Context: an optimization exercise on an open-source flow, tuned for small area. The choices shown serve that exercise and are no tape-out recipe.
In this exercise RTL edits were held to simulation tests only and were not proved equivalent to the original.
Power is estimated from default activity; no workload was simulated.

==> flow/design.v (excerpt) <==
module solver (
    input clk,
    input reset,
    input insert,
    input advance,
    input [3:0] value,
    output [40:0] solution
);
Size: roughly 1800 cells after synthesis, roughly 49 I/O pins.
clock: 9.0 ns
lec_check: 0
cap_margin: 20
core_margin: 2
core_utilization: 40
slew_margin: 20
run.sh (not shown) runs the stock make flow with config.mk's settings and CLKGATE_MAP_FILE= SYNTH_SCRIPT=/design/flow/synth_recipe.tcl, a recipe that flattens the netlist after the stock synthesis.
Next try:
==> flow/flow/run.sh (new file) <==
#!/bin/bash
# Standard ORFS layout, but clock tree synthesis without dummy loads and with
# a chosen buffer and sink clustering.
set -euo pipefail
export CTS_ARGS="-sink_clustering_enable -repair_clock_nets -dont_use_dummy_load -sink_clustering_size 20 -sink_clustering_max_diameter 50 -buf_list sky130_fd_sc_hd__clkbuf_8"
bash standard.sh > standard_flow.log 2>&1
==> flow/standard.sh (new file) <==
#!/bin/bash
# synth_recipe.tcl (not shown) runs the flow's synth.tcl, then flattens the netlist and writes it again
# the make line also repeats each setting of config.mk as NAME=value (left out here)
make -C /OpenROAD-flow-scripts/flow DESIGN_CONFIG=/design/flow/config.mk WORK_HOME=/design/flow/orfs CLKGATE_MAP_FILE= SYNTH_SCRIPT=/design/flow/synth_recipe.tcl "${@:-finish}"
removed: flow/run.sh
After rerunning: The changed run produced a clean layout. Total power shrinks by 13%. Combinational power stays flat. Wire length shrinks by about 0.47%. Synthesized cell count stays the same. Register-to-register slack loses 0.03 ns.

---

== red ==
Starting RTL as in the previous note.
==> flow/config.mk <==
export PLATFORM = sky130hd
export DESIGN_NAME = solver
export DESIGN_NICKNAME = solver
export VERILOG_FILES = /design/flow/design.v
export SDC_FILE = /design/flow/constraint.sdc
export NUM_CORES = 4
export LEC_CHECK = 0
export CAP_MARGIN = 20
export CORE_MARGIN = 2
export CORE_UTILIZATION = 40
export CTS_BUF_LIST = sky130_fd_sc_hd__clkbuf_16
export CTS_CLUSTER_DIAMETER = 60
export CTS_CLUSTER_SIZE = 30
export SLEW_MARGIN = 20
==> flow/constraint.sdc <==
create_clock -name core_clock -period 9.0 [get_ports {clk}]
set_input_delay 1.8000 -clock core_clock [delete_from_list [all_inputs] [get_ports {clk}]]
set_output_delay 1.8000 -clock core_clock [all_outputs]
set_load 0.01 [all_outputs]
Stock flow here: none of the scripts above is used.
The inputs of blue differ from those of red as listed below.
# red
export LEC_CHECK = 0
export CAP_MARGIN = 20
export CORE_MARGIN = 2
export CORE_UTILIZATION = 40
export CTS_BUF_LIST = sky130_fd_sc_hd__clkbuf_16
export CTS_CLUSTER_DIAMETER = 60
export CTS_CLUSTER_SIZE = 30
export SLEW_MARGIN = 20
create_clock -name core_clock -period 9.0 [get_ports {clk}]
# blue
export LEC_CHECK = 0
export CAP_MARGIN = 20
export CORE_MARGIN = 2
export CORE_UTILIZATION = 40
export CTS_BUF_LIST = sky130_fd_sc_hd__clkbuf_4
export CTS_CLUSTER_SIZE = 30
export SLEW_MARGIN = 20
create_clock -name core_clock -period 9.0 [get_ports {clk}]
Findings:
Count of vias placed by the detailed router ends up lower on red. Lower final period demand of the worst path among blue and red: blue. In the tables for blue and red, detail-routed net length per standard cell reads higher with red. Per the comparison of blue with red, slack of the critical path shows an increase of 0.27 ns; fraction of area in clock buffers and inverters shows an increase of 1.1 points. The higher power share of the combinational group came out of red. Number of nets in the layout, blue and red: larger value in blue. Between blue and red, the maximum frequency from static timing analysis is lower for red. From red to blue the numbers moved as follows: overall power consumption +about 1.8%; total wire length went up about 1.3%.

---

Setup of main:
solver, a different RTL version from the one above (not shown whole).
Size: ~1600 cells after synthesis, roughly 0.019 sq mm of cells after synthesis.
clock: 9.0 ns
lec_check: 0
cap_margin: 20
core_margin: 2
core_utilization: 70
slew_margin: 20
standard.sh (not shown) runs the stock make flow with config.mk's settings and CLKGATE_MAP_FILE= SYNTH_SCRIPT=/design/flow/synth_recipe.tcl, a recipe that flattens the netlist after the stock synthesis.
==> flow/flow/run.sh <==
#!/bin/bash
# Own layout flow:
#  1. the standard synthesis (bash standard.sh synth), unchanged;
#  2. the logic between the flip-flops re-mapped by ABC for area (flow/remap.tcl):
#     the flip-flops stay the same instances, names and cell types;
#  3. the standard ORFS layout from that netlist, with clock tree synthesis
#     run without dummy loads and with a chosen buffer and sink clustering.
# Each tool's output goes to a log file of its own in this folder.
set -euo pipefail
here=$(pwd)
R=$here/orfs/results/$FLOW_PLATFORM/solver/base
YOSYS=${YOSYS_EXE:-$FLOW_HOME/../tools/install/yosys/bin/yosys}

bash standard.sh synth > log_1_standard_synth.txt 2>&1
cp "$R/1_2_yosys.v" "$R/1_2_yosys_std.v"

export REMAP_LIB=$FLOW_HOME/platforms/$FLOW_PLATFORM/lib/sky130_fd_sc_hd__tt_025C_1v80.lib
export REMAP_IN=$R/1_2_yosys_std.v
export REMAP_OUT=$R/1_2_yosys.v
export REMAP_TOP=$FLOW_TOP
export REMAP_D=$(python3 -c "print(int(float('$FLOW_PERIOD_NS')*1000))")
export REMAP_ABC_SCRIPT=
export REMAP_DONT_USE="$(sed -n '/DONT_USE_CELLS/,/^$/p' "$FLOW_HOME/platforms/$FLOW_PLATFORM/config.mk" | grep -o 'sky130_fd_sc_hd__[a-z0-9_]*' | tr '\n' ' ')"
"$YOSYS" -c "$here/flow/remap.tcl" > log_2_remap.txt 2>&1
rm -f "$R/1_synth.odb" "$R/1_synth.sdc"

export CTS_ARGS="-sink_clustering_enable -repair_clock_nets -dont_use_dummy_load -sink_clustering_size 10 -sink_clustering_max_diameter 40 -buf_list sky130_fd_sc_hd__clkbuf_4"
bash standard.sh > log_3_layout.txt 2>&1
Other scripts of this flow, unchanged in this note and not shown: flow/flow/remap.tcl
The flow did not stop early for main: all stages ran, and the layout cleared the timing, design-rule and antenna checks.
[inputs] the feature branch vs main
-- flow/flow/run.sh --
<<< main, line 5
#     the flip-flops stay the same instances, names and cell types;
#  3. the standard ORFS layout from that netlist, with clock tree synthesis
#     run without dummy loads and with a chosen buffer and sink clustering.
>>> the feature branch, line 5
#     the flip-flops stay the same instances, names and cell types;
#  3. the standard ORFS layout from that netlist, with buf_2 as the port buffer
#     cell and clock tree synthesis
#     run without dummy loads and with a chosen buffer and sink clustering.
<<< main, line 26

export CTS_ARGS="-sink_clustering_enable -repair_clock_nets -dont_use_dummy_load -sink_clustering_size 10 -sink_clustering_max_diameter 40 -buf_list sky130_fd_sc_hd__clkbuf_4"
bash standard.sh > log_3_layout.txt 2>&1
>>> the feature branch, line 27

export BUFFER_PORTS_ARGS="-buffer_cell sky130_fd_sc_hd__buf_2"
export CTS_ARGS="-sink_clustering_enable -repair_clock_nets -dont_use_dummy_load -sink_clustering_size 9 -sink_clustering_max_diameter 35 -buf_list sky130_fd_sc_hd__clkbuf_4"
bash standard.sh > log_3_layout.txt 2>&1
--- outcome ---
- Going from main to the feature branch, via count of the first global-routing pass has decreased; combinational cell fraction of total power has decreased; final instance area has decreased; via count has decreased.

[re-timing with driven ports]
No port has a modelled driver above. Below, the same layouts with a new extraction and two added sets of constraints. Step 1 (the two cells are an assumption about what drives the block):
set clk [get_ports {clk}]
set_driving_cell -lib_cell sky130_fd_sc_hd__clkbuf_16 $clk
set_driving_cell -lib_cell sky130_fd_sc_hd__buf_2 [delete_from_list [all_inputs] $clk]
Step 2 also shifts input and output timing later by t, the mid clock arrival at the registers, as if the neighbouring blocks saw the same clock. Three values: ideal ports, drivers, drivers and shift; two values: the first two.
| run | t (ns) | setup WS [ns] | hold slack, ns | worst data-port slew with drivers (ns) | pins driven straight from the clock port |
|---|---|---|---|---|---|
| the first run of note 1 | 0.623 | 0.350 / 0.375 / -0.249 | 0.476 / 0.476 / 0.476 | 0.03 | 1 |
| the second run of note 1 | 0.660 | 0.330 / 0.357 / -0.304 | 0.482 / 0.482 / 0.482 | 0.03 | 1 |
| red | 0.628 | 0.300 / 0.328 / -0.300 | 0.478 / 0.478 / 0.478 | 0.03 | 1 |
| blue | 0.896 | 0.565 / 0.591 / -0.305 | 0.473 / 0.473 / 0.473 | 0.03 | 1 |
| main | 0.744 | 0.465 / 0.488 / -0.257 | 0.479 / 0.479 / 0.479 | 0.04 | 1 |
| the feature branch | 0.717 | 0.736 / 0.769 / 0.052 | 0.484 / 0.484 / 0.484 | 0.06 | 1 |
Met with ideal ports but missed after step 2: setup timing in 5 of these runs. For blue, which loses most, drivers alone change the setup slack by +0.026 ns; drivers and shift together by -0.870 ns.
